This design comes from an exercise in tuning for small area, a short achievable clock period and few clock cycles on the open sky130 flow, not from production work.
The RTL was checked by simulation tests, not by an equivalence proof against the original design.
No activity file was given, so power comes from the tool's default toggle rates.

Design mvprod_top, start of the top module:
module mvprod_top (
  input  wire       clk,
  input  wire       rst,
  input  wire       in_wr,
  input  wire [7:0] in_data,
  input  wire       start,
  output logic      out_valid,
  output logic [7:0] out_data,
  output logic      out_last
);
For scale: ~4,900 cells after synthesis, roughly 22 I/O pins, ~0.052 mm^2 of cells after synthesis.
clock: 6.0 ns
lec_check: 0
cap_margin: 20
core_margin: 2
core_utilization: 55
cts_cluster_diameter: 60
cts_cluster_size: 30
place_density: 0.65
setup_slack_margin: 3.2
slew_margin: 20
synth_hierarchical: 1
synth_memory_max_bits: 16384
run.sh (not shown) runs the stock make flow with config.mk's settings and CLKGATE_MAP_FILE= SYNTH_SCRIPT=/design/flow/synth_recipe.tcl, a recipe that flattens the netlist after the stock synthesis.
The baseline passed the timing, DRC and antenna checks.
Testbench counts at the start, summed over its fixed seeds: cycles 6,592.
Next try:
--- a/flow/config.mk
+++ b/flow/config.mk
@@ -12,5 +12,5 @@
 export CTS_CLUSTER_SIZE = 30
 export PLACE_DENSITY = 0.65
-export SETUP_SLACK_MARGIN = 3.2
+export SETUP_SLACK_MARGIN = 3.0
 export SLEW_MARGIN = 20
 export SYNTH_HIERARCHICAL = 1
Outcome: Area after synthesis is unchanged; synthesized cell count is unchanged; clock skew stays flat; wire length came out lower by about 12%; worst setup slack improved by 0.11 ns; hold slack stays flat; flip-flop and latch count is unchanged; via count fell by about 5%; power went down by about 3.5%.
Next try:
--- a/flow/config.mk
+++ b/flow/config.mk
@@ -9,6 +9,7 @@
 export CORE_MARGIN = 2
 export CORE_UTILIZATION = 55
-export CTS_CLUSTER_DIAMETER = 60
-export CTS_CLUSTER_SIZE = 30
+export CTS_BUF_LIST = sky130_fd_sc_hd__clkbuf_8
+export CTS_CLUSTER_DIAMETER = 50
+export CTS_CLUSTER_SIZE = 20
 export PLACE_DENSITY = 0.65
 export SETUP_SLACK_MARGIN = 3.0
After rerunning: Synthesized cell count stays the same; sequential power hardly moves; cell area falls by 0.95%; maximum frequency shrinks by 0.42%; worst setup slack got worse by 0.013 ns; total power drops by 3.0%; routed wire length fell by 1.7%; utilization went down by 0.60 points; hold slack stays flat; critical path depth does not change; die area stays the same.
Next try:
--- a/flow/config.mk
+++ b/flow/config.mk
@@ -13,5 +13,5 @@
 export CTS_CLUSTER_SIZE = 20
 export PLACE_DENSITY = 0.65
-export SETUP_SLACK_MARGIN = 3.0
+export SETUP_SLACK_MARGIN = 2.9
 export SLEW_MARGIN = 20
 export SYNTH_HIERARCHICAL = 1
Effect: Cell area is lower by 1.4%. Utilization drops by 0.85 points. Clock-buffer cell count came out lower by 6. Die area does not change.

---

Setup of oak:
Another version of the RTL of mvprod_top (not shown whole).
Size: ~5,800 cells after synthesis, ~800 flip-flops, roughly 22 I/O pins, about 0.055 mm2 of cells after synthesis.
clock: 6.0 ns
lec_check: 0
cap_margin: 20
core_margin: 2
core_utilization: 55
place_density: 0.65
slew_margin: 20
synth_memory_max_bits: 16384
Testbench counts of oak, summed over its fixed seeds: cycles 6,592.
Here is what was changed in the inputs of pine compared with oak.
# oak
export LEC_CHECK = 0
export CAP_MARGIN = 20
export CORE_MARGIN = 2
export CORE_UTILIZATION = 55
export PLACE_DENSITY = 0.65
export SLEW_MARGIN = 20
export SYNTH_MEMORY_MAX_BITS = 16384
create_clock -name core_clock -period 6.0 [get_ports {clk}]
# pine
export LEC_CHECK = 0
export ABC_AREA = 1
export CAP_MARGIN = 20
export CORE_MARGIN = 2
export CORE_UTILIZATION = 40
export PLACE_DENSITY = 0.6
export SLEW_MARGIN = 20
export SYNTH_MEMORY_MAX_BITS = 16384
create_clock -name core_clock -period 6.0 [get_ports {clk}]
- oak has a higher cell area after placement than pine.
- Of pine and oak, it is pine that has the lower minimum setup slack in the final design.
- pine vs oak — power consumed by the clock network climbed by more than 10%
- pine: routability congestion estimate from global placement higher than oak
- Comparing pine and oak, mux share of post-synthesis cell area is lower on pine.
- The portion of the clock cycle consumed by the worst path in the final layout number comes out lower for oak vs pine.

afterwards: timing with drivers on the ports:
No port has a modelled driver above. Below, the same layouts with a new extraction and two added sets of constraints. Step 1 assumes that a clkbuf_16 drives the clock port and a buf_2 every other input. Step 2 moves the port delays by t, midway between the first and last clock arrival at a register: inputs arrive t later, outputs are due t later. That takes back most of the time a late clock gives input paths. Three values: no drivers, after step 1, after step 2; two values: the first two.
| run | t, ns | setup WS [ns] | hold slack, ns | worst setup path at the end | clock arrival spread, ns |
|---|---|---|---|---|---|
| the first run of note 1 | 0.773 | 2.734 / 2.734 / 2.567 | 0.349 / 0.349 / 0.349 | input to register | 0.056 / 0.056 |
| the second run of note 1 | 0.746 | 2.849 / 2.849 / 2.489 | 0.350 / 0.350 / 0.350 | input to register | 0.053 / 0.052 |
| the third run of note 1 | 0.859 | 2.835 / 2.835 / 2.511 | 0.350 / 0.350 / 0.350 | input to register | 0.051 / 0.051 |
| the fourth run of note 1 | 0.841 | 2.831 / 2.831 / 2.289 | 0.339 / 0.339 / 0.339 | input to register | 0.046 / 0.046 |
| oak | 0.754 | 1.522 / 1.522 / 1.522 | 0.346 / 0.346 / 0.346 | register to register | 0.033 / 0.033 |
| pine | 0.805 | 1.319 / 1.319 / 1.319 | 0.345 / 0.345 / 0.345 | register to register | 0.057 / 0.057 |
After both steps setup and hold are still met in every run listed. For the fourth run of note 1, which loses most, drivers alone change the setup slack by 0.000 ns; drivers and shift together by -0.542 ns.
